This is an optimization exercise on Yosys and OpenROAD, whose aim is small area, not a production implementation. The RTL of this run was laid out without a check of its function. Power figures rest on the tool's default switching activity, not on a simulated workload.

===== flow/run.sh =====
#!/bin/bash
# synth_recipe.tcl (not shown) runs the flow's synth.tcl, then flattens the netlist and writes it again
# the make line also repeats each setting of config.mk as NAME=value (left out here)
make -C /OpenROAD-flow-scripts/flow DESIGN_CONFIG=/design/flow/config.mk WORK_HOME=/design/flow/orfs CLKGATE_MAP_FILE= SYNTH_SCRIPT=/design/flow/synth_recipe.tcl finish

===== flow/constraint.sdc =====
create_clock -name core_clock -period 12.0 [get_ports {clk}]
set_input_delay 2.4000 -clock core_clock [delete_from_list [all_inputs] [get_ports {clk}]]
set_output_delay 2.4000 -clock core_clock [all_outputs]
set_load 0.01 [all_outputs]

===== flow/design.v =====
module bin2bcd #(parameter NO_BITS_IN=14,
                           NO_BCD_DIGITS=4,
			     BIT_CNT_WIDTH=4)
                 (input clk,rst_n,start,
                  output done,
                  input [NO_BITS_IN-1:0] data_in,
                  output reg [4*NO_BCD_DIGITS-1:0] data_bcd);
reg [4*NO_BCD_DIGITS-1:0] temp_bcd;
reg [BIT_CNT_WIDTH-1:0] bit_cnt;
 reg busy;     
function [4*NO_BCD_DIGITS-1:0] BCD     
                               (input [4*NO_BCD_DIGITS-1:0] din,
				  input modin);     
integer i;
reg modout;
reg [3:0] digit,digit2;
begin
 modout=modin;
 for (i=0;i<NO_BCD_DIGITS;i=i+1)
 begin 
  digit2[0]=din[4*i];
  digit2[1]=din[4*i+1];
  digit2[2]=din[4*i+2];
  digit2[3]=din[4*i+3];
  case(digit2) 
    4'd5: digit={3'b000,modout};
    4'd6: digit={3'b001,modout};
    4'd7: digit={3'b010,modout};
    4'd8: digit={3'b011,modout};
    4'd9: digit={3'b100,modout}; 
    default: digit={digit2[2:0],modout};
  endcase
  modout=(digit2>4'd4)?1'b1:1'b0;
  BCD[4*i]=digit[0];
  BCD[4*i+1]=digit[1];
  BCD[4*i+2]=digit[2];
  BCD[4*i+3]=digit[3];
 end
end
endfunction
always @(posedge clk)
if(~rst_n) busy<=1'b0;
else
begin
   if(start&~busy) 
   begin
	 busy<=1'b1; bit_cnt<=NO_BITS_IN-1; temp_bcd=0;
   end 
   if(busy)
   begin
	    temp_bcd=BCD(temp_bcd,data_in[bit_cnt]);
    if(bit_cnt!=0) bit_cnt<=bit_cnt-1;
    else 
	  begin 
	    data_bcd<=temp_bcd;           
		  busy<=1'b0;  
	  end
   end
end
assign done=~busy;
endmodule
`timescale 1ns / 1ps
module kalkulator(
input clk,
input [0:15] keys,
output reg [7:0] data_lcd,
output reg send_lcd,
output reg [7:0] data_to_bcd,
output reg start_bcd,
input bcd_done,
input [11:0]  data_bcd,
input res
    );
 reg [7:0] set;  
 reg [7:0] number; 
 reg [7:0] data1;
 reg [7:0] data2;
 reg [3:0] i;
 reg [2:0] value;
 reg [2:0] add;
 reg [2:0] sub;
 reg [2:0] multi;
 reg [2:0] div;
 reg [7:0] data1_;
 reg [7:0] data2_;
 reg [2:0] funct;    
always @(posedge clk) 
begin
if (!res)
begin
 number [7:0] <= 8'b00000000; 
 data1 [7:0] <= 8'b00000000;
 data2 [7:0] <= 8'b00000000;
 i [3:0] <= 4'b0000;
 value [2:0] <= 3'b000;
 add [2:0] <= 3'b000;
 sub [2:0] <= 3'b000;
 multi [2:0] <= 3'b000;
 div [2:0] <= 3'b000;
 data1_ [7:0] <= 8'b00000000;
 data2_ [7:0] <= 8'b00000000;
 funct [2:0] <= 3'b000;
 data_lcd [7:0] <=  8'b00000000;
 send_lcd <= 0;
 data_to_bcd [7:0] <= 8'b00000000;
 start_bcd <= 0;
 set <=0;
end
else
begin
begin
case (set)
0:
begin
set<=5;
end
5:              
begin
if (keys[0]==1)      
begin
number <= 'd48;
set <= 10;
end
if (keys[1]==1)      
begin
number <= 'd49;
set <= 10;
end
if (keys[2]==1)      
begin
number <= 'd50;
set <= 10;
end
if (keys[3]==1)      
begin
number <= 'd51;
set <= 10;
end
if (keys[4]==1)      
begin
number <= 'd52;
set <= 10;
end
if (keys[5]==1)      
begin
number <= 'd53;
set <= 10;
end
if (keys[6]==1)      
begin
number <= 'd54;
set <= 10;
end
if (keys[7]==1)      
begin
number <= 'd55;
set <= 10;
end
if (keys[8]==1)      
begin
number <= 'd56;
set <= 10;
end
if (keys[9]==1)      
begin
number <= 'd57;
set <= 10;
end
if (keys[10]==1)      
begin
number <= 'd43;
set <= 20;
end
if (keys[11]==1)      
begin 
number <= 'd45;
set <= 21;
end
if (keys[12]==1)      
begin
set <= 60;
end
if (keys[13]==1)     
begin
number <= 'd42;
set <= 22;
end
if (keys[14]==1)      
begin
number <= 'd61;
set <= 26;
end
if (keys[15]==1)     
begin
number <= 'd47;
set <= 23;
end
end
10:
begin
if (keys == 0)
begin
if ((add == 0) && (sub == 0) && (multi == 0) && (div == 0))               
begin
if (value == 0)
begin
set <=50;
data1 [3:0] <= number [3:0];
data1_ [3:0] <= number [3:0];
data1 [7:4] <= 4'b0000;
data1_ [7:4] <= 4'b0000;
value <= value + 1;
end
if (value == 1)
begin
set <=50;
data1 [7:0] <= (data1_ * 4'b1010) + {4'b0000, number [3:0]};
value <= 3;
end
if (value == 3)
set <=0;
end
if ((add == 1) || (sub == 1) || (multi == 1) || (div == 1))                
begin
if (value == 0)
begin
set <=50;
data2 [3:0] <= number [3:0];
data2_ [3:0] <= number [3:0];
data2 [7:4] <= 4'b0000;
data2_ [7:4] <= 4'b0000;
value <= value + 1;
end
if (value == 1)
begin
set <=50;
data2 [7:0] <= (data2_ * 4'b1010) + {4'b0000, number [3:0]};
value <= 3;
end
if (value == 3)
set <=0;
end
end
end
20:
begin
if (keys == 0)
begin
value <= 0;
add <= 1;
sub <= 0;
multi <= 0;
div <= 0;
set <= 50;
funct <= 0;
end
end
21:
begin
if (keys == 0)
begin
value <= 0;
add <= 0;
sub <= 1;
multi <= 0;
div <= 0;
set <= 50;
funct <= 0;
end
end
22:
begin
if (keys == 0)
begin
value <= 0;
sub <= 0;
add <= 0;
multi <= 1;
div <= 0;
set <= 50;
funct <= 0;
end
end
23:
begin
if (keys == 0)
begin
value <= 0;
sub <= 0;
add <= 0;
multi <= 0;
div <= 1;
set <= 50;
funct <= 0;
end
end
26:
begin
if (keys == 0)
begin
data_lcd [7:0] <= 'd61;
set <= 28;
end
end
28:
begin
send_lcd <= 1;
set <= 30;
end
30:
begin
send_lcd <= 0;
set <=32;
end
32:
begin
if (add == 1)
begin
data_to_bcd [7:0] <= data1 [7:0] + data2 [7:0];
set <= 34;
end
else if (sub == 1)
begin
data_to_bcd [7:0] <= data1 [7:0] + (~data2 [7:0] + 1);
set <= 34;
end 
else if (multi == 1)
begin
data_to_bcd [7:0] <= data1 [7:0] * data2 [7:0];
set <= 34;
end
else if (div == 1)
begin
if (data2 == 0)
data_to_bcd [7:0] <= 8'hff;
else
data_to_bcd [7:0] <= data1 [7:0] / data2 [7:0];
set <= 34;
end
else
begin
data_to_bcd [7:0] <= data1 [7:0];
set <= 34;
end
end
34:
begin
start_bcd <= 1;
set <= 35;
end
35:
begin
start_bcd <= 0;
set <= 36;
end
36:
begin
if (bcd_done)
begin
data2 [3:0] <= data_bcd [3:0];
data1 [3:0] <= data_bcd [7:4];
data1 [7:4] <= 4'b0011;
data2 [7:4] <= 4'b0011;
set <= 37;
end
end
37:
begin
data_lcd [7:0] <= data1 [7:0];
set <= 38;
end
38:
begin
send_lcd <= 1;
set <= 39;
end
39:
begin
send_lcd <= 0;
set <=40;
end
40:
begin
data_lcd [7:0] <= data2 [7:0];
set <= 41;
end
41:
begin
send_lcd <= 1;
set <= 42;
end
42:
begin
send_lcd <= 0;
set <=43;
end
43: 
begin
 number [7:0] <= 8'b00000000; 
 data1 [7:0] <= 8'b00000000;
 data2 [7:0] <= 8'b00000000;
 i [3:0] <= 4'b0000;
 value [2:0] <= 3'b000;
 add [2:0] <= 3'b000;
 sub [2:0] <= 3'b000;
 multi [2:0] <= 3'b000;
 div [2:0] <= 3'b000;
 data1_ [7:0] <= 8'b00000000;
 data2_ [7:0] <= 8'b00000000;
 funct [2:0] <= 3'b000;
 data_lcd [7:0] <=  8'b00000000;
 send_lcd <= 0;
 data_to_bcd [7:0] <= 8'b00000000;
 start_bcd <= 0;
 set <=0;
end
50:
begin
data_lcd [7:0] <= number [7:0];
set <= 52;
end
52:
begin
send_lcd <= 1;
set <= 54;
end
54:
begin
send_lcd <= 0;
set <=0;
end
60:
begin
if (keys == 0)
begin
if (i==0)
data_lcd [7:0] <= 'h1b;
if(i==1)
data_lcd [7:0] <= 'h5b;
if(i==2)
data_lcd [7:0] <= 'h6a;
set <= 62;
end
end
62:
begin
send_lcd <= 1;
set <= 64;
end
64:
begin
send_lcd <= 0;
if (i ==2)
begin 
 number [7:0] <= 8'b00000000; 
 data1 [7:0] <= 8'b00000000;
 data2 [7:0] <= 8'b00000000;
 i [3:0] <= 4'b0000;
 value [2:0] <= 3'b000;
 add [2:0] <= 3'b000;
 sub [2:0] <= 3'b000;
 multi [2:0] <= 3'b000;
 div [2:0] <= 3'b000;
 data1_ [7:0] <= 8'b00000000;
 data2_ [7:0] <= 8'b00000000;
 funct [2:0] <= 3'b000;
 data_lcd [7:0] <=  8'b00000000;
 send_lcd <= 0;
 data_to_bcd [7:0] <= 8'b00000000;
 start_bcd <= 0;
 set <=0;
end
else
begin
i<=i+1;
set <= 60;
end
end
endcase
end
end 
end
endmodule
`timescale 1ns / 1ps
module calculator (
  input         clk,
  input         res,
  input  [0:15] keys,
  output [7:0]  data_lcd,
  output        send_lcd
);
wire [7:0]  data_to_bcd;
wire        start_bcd;
wire        bcd_done;
wire [11:0] data_bcd;
kalkulator u_calc (
  .clk(clk),
  .keys(keys),
  .data_lcd(data_lcd),
  .send_lcd(send_lcd),
  .data_to_bcd(data_to_bcd),
  .start_bcd(start_bcd),
  .bcd_done(bcd_done),
  .data_bcd(data_bcd),
  .res(res)
);
bin2bcd #(.NO_BITS_IN(8), .NO_BCD_DIGITS(3), .BIT_CNT_WIDTH(4)) u_bcd (
  .clk(clk),
  .rst_n(res),
  .start(start_bcd),
  .done(bcd_done),
  .data_in(data_to_bcd),
  .data_bcd(data_bcd)
);
endmodule

===== flow/config.mk =====
export PLATFORM = sky130hd
export DESIGN_NAME = calculator
export DESIGN_NICKNAME = calculator
export VERILOG_FILES = /design/flow/design.v
export SDC_FILE = /design/flow/constraint.sdc
export NUM_CORES = 4
export LEC_CHECK = 0
export CAP_MARGIN = 20
export CORE_MARGIN = 2
export CORE_UTILIZATION = 40
export SLEW_MARGIN = 20

==> run_results.csv <==
group,metric,value,unit
placed_design,post-dp-hpwl,18.4,mm
setup_path,r2r_slack,1.14,ns
cts,cts.htree.levels,3,
final_layout,mostFrequentLayoutCell,"nand2_1",
timing,clock.fmax,92.1,MHz
setup_path,cpMostUsedCell,"ha_1",
floorplanning,rows,54,
yosys,async_flop_share,0,%
yosys,yosys-top-cells-area,"dfxtp_1 15%, ha_1 12%, edfxtp_1 6.8%, a21oi_1 4.4%, fa_1 4.1%",
setup_path,reg2reg_to,"u_calc.data_to_bcd[0]",
pwr,p_leak,4.01,nW
run_status,status,"no timing/DRC/antenna violations",
final_layout,layout.nets,1221,
timing,slew_headroom,37.4,%
floorplanning,fp.dieW,153,µm
setup_path,cp_num_buf_inv,1,
yosys,ys.flop_type,"dfxtp_1",
global_routing,grt_max_degree,95,
final_layout,diodes,0,
timing,hold_viol,0,
detailed_routing,drc,0,
setup_path,max_stage_delay,0.63,ns
yosys,yosys_warnings,2,
detailed_routing,viasPerCell,5.80,
setup_path,end_kind,"register",
setup_path,crit_cells,42,
yosys,syn_inst,1112,
yosys,yosysUniqueCellTypes,77,
global_routing,grt.total_usage,21.1,%
yosys,synth.avg_cell_area,8.00,µm²
cts,ctsLongestPathBuffers,2,
final_layout,drive_gt1_share,5.63,%
yosys,synth_nets,1236,
setup_path,reg2reg_from,"u_calc.data2[7]",
pwr,peakVddDrop,0.000301,V
floorplanning,dieArea,23400,µm²
setup_path,cp.required,12.23,ns
detailed_routing,first_iter_violations,752,
setup_path,crit_fanout,11,
timing,period_minus_slack,10.86,ns
cts,cts_tree,"built",
cts,cts_inserted_buffers,9,
final_layout,final_cell_mix,"90 x nand2_1, 88 x ha_1, 84 x nor2_1",
global_routing,grt_pass1_wl,40.8,mm
setup_path,crit_type,"reg2reg",
global_routing,grt-ovfl-total,0,
setup_path,cp_top_family,"compound AO/OA/AOI/OAI gates",
floorplanning,design.core.area,21800,µm²
pwr,total_power,2.22,mW
setup_path,crit_start,"u_calc.data2[7]",
timing,setup_violations,0,
setup_path,cp-endpoint,"u_calc.data_to_bcd[0]",
final_layout,area_growth,7.85,%
yosys,synth_top_cell_by_area,"dfxtp_1",
timing,rsz0062_at_grt,"false",
floorplanning,io_pins,27,
cts,clk_latency,0.35,ns
job,maxCapViolCount,0,
cts,root_buffer,"clkbuf_16",
detailed_routing,routedWlPerCell,17.6,µm
yosys,ys_ff_latch,88,
placed_design,gp_congestion,0.903,
cts,clock-sinks,88,
hold_path,hold_class,"reg2reg",
global_routing,grt_pass1_vias,7868,
timing,hold_ws,0.444,ns
setup_path,start_kind,"register",
timing,final_max_slew_viol_count,0,
detailed_routing,drt-total-wl,24.4,mm
yosys,synth_area,8900,µm²
detailed_routing,ant_nets,0,
global_routing,antenna_found_initial,0,
setup_path,critPathArrivalTime,11.09,ns
pwr,power.density,232,nW/µm²
timing,tightest_slew,0.939,ns
timing,finalSetupTns,0,ns
setup_path,cpMaxStageDelayCell,"nor4_1",
floorplanning,dieHeight,153,µm
yosys,ys_seq_area_share,22.1,%
detailed_routing,dr.pass1.iters,5,
setup_path,reg2regPathDepth,42,
yosys,synth_top_area_share,15.3,%
yosys,synth_edf_count,20,
placed_design,port_buffers,26,
floorplanning,initial_core_util,40.8,%
timing,fin_skew,0.00942,ns
detailed_routing,vias,8011,
cts,cts.reportedPaths.clkPinSlew,0.07,ns
timing,fin_crit_sh,90.5,%
## how the worst min path moves through the flow
stage	from	end	slack, ns	depth (start not counted)
floorplan	u_calc.data_to_bcd[4]	u_calc.data_to_bcd[4]	0.42	2
global placement	u_calc.data_to_bcd[2]	u_calc.data_to_bcd[2]	0.43	1
detailed placement	u_calc.data_to_bcd[4]	u_calc.data_to_bcd[4]	0.44	2
CTS	u_calc.data_to_bcd[4]	u_calc.data_to_bcd[4]	0.45	2
global route	u_calc.data_to_bcd[2]	u_calc.data_to_bcd[2]	0.47	1
finish	u_calc.data_to_bcd[4]	u_calc.data_to_bcd[4]	0.44	2
## registers in the layout (all words and copies together) (netlist names), 6 cells and up
name	cells
u_calc.data_lcd	8
u_bcd.data_bcd	8
u_calc.data1	8
u_calc.set	8
u_calc.data2	8
u_calc.number	6
u_bcd.temp_bcd	8
u_calc.data_to_bcd	8
## cell usage after synthesis, types with 6 or more instances
cell / instances
a2111oi_0: 6
a211oi_1: 8
a21boi_0: 9
a21o_1: 22
a21oi_1: 79
a22o_1: 17
a22oi_1: 12
a31oi_1: 8
and2_1: 21
clkbuf_1: 50
dfxtp_1: 68
edfxtp_1: 20
fa_1: 18
ha_1: 88
inv_1: 71
mux2_2: 7
mux2i_1: 18
nand2_1: 90
nand2b_1: 16
nand3_1: 26
nor2_1: 84
nor2b_1: 32
nor3_1: 31
nor3b_1: 6
nor4_1: 11
o211a_1: 11
o211ai_1: 18
o21a_1: 10
o21ai_0: 71
o21bai_1: 10
o31ai_1: 8
or2_2: 7
or3_1: 10
xnor2_1: 29
xor2_1: 25
## layout make-up
type                            instances  area (µm²)
Tap cell                              280         350
Timing Repair Buffer                   37         338
Clock inverter                          6        42.5
Sequential cell                        88        1960
Inverter                               71         267
Fill cell                            2242       12200
Clock buffer                           10         229
Multi-Input combinational cell        890        6400
## power by group
group | internal [mW] | total (mW) | switching, mW
clock network | 0.141 | 0.265 | 0.124
registers | 0.320 | 0.361 | 0.0414
logic | 0.733 | 1.60 | 0.864
## timing repair
action                                 4_1_cts  5_1_grt
hold buffers                                 0        0
setup endpoints to repair                    0        1
resized for setup                            0        3
endpoints found under the hold margin        0        0
setup buffers                                0        0
## routing by layer
metal  vias up  GRT usage [%]  part of all wire [%]
li1       4004              -                     -
met3        38           2.72                   4.2
met1      3806           28.8                    47
met5         -              0                     0
met2       163           35.4                    47
met4         0           5.51                   2.0
## cell families (layout without fill, tap and decap cells)
group                    after synthesis  in the layout  synth area share [%]
AO/OA/AOI/OAI                        337            337                  25.4
XOR/XNOR                              54             54                  5.32
adder cells (fa/ha/maj)              106            106                  16.4
buffers and inverters                134            124                  6.17
flip-flops                            88             88                  22.1
multiplexers                          27             27                  3.42
AND/OR/NAND/NOR                      366            366                  21.2
## worst register-to-register path, delay by kind of cell, from the launching register on
| kind | cells | cell delay (ns) |
|---|---|---|
| AOI/OAI and AO/OA | 24 | 4.91 |
| and+or+nand+nor | 8 | 2.22 |
| adders and majority gates | 7 | 2.18 |
| buffers and inverters | 1 | 0.21 |
| muxes | 2 | 0.79 |
| DFF | 1 | 0.44 |
## per-stage QoR
stage	cell area [µm²]	cells	worst slack [ns]	util (%)
6_report	9590	1382	1.14	44.0
5_1_grt	9590	1382	0.0499	44.0
4_1_cts	9580	1382	0.781	43.9
3_5_place_dp	9310	1366	0.827	42.6
3_3_place_gp	9310	1366	1.21	42.6
2_1_floorplan	8900	1112	1.82	-

## static timing again, ports no longer ideal
The flow's constraints put no driver on any port. The routed layout listed below was extracted and timed again, unchanged, in two steps.
Step 1, drivers: a clkbuf_16 drives clk and a buf_2 each remaining input, both assumed.
Step 2 moves the port delays by t, midway between the first and last clock arrival at a register: inputs arrive t later, outputs are due t later. That takes back most of the time a late clock gives input paths.
Slacks: ideal / step 1 / step 2; pairs: ideal / step 1.
t (ns): 0.381
slack for setup (ns): 1.142 / 1.142 / 1.142
hold slack, ns: 0.444 / 0.444 / 0.444
After both steps this run still meets setup and hold. For this run, drivers alone change the setup slack by 0.000 ns; drivers and shift together by 0.000 ns.
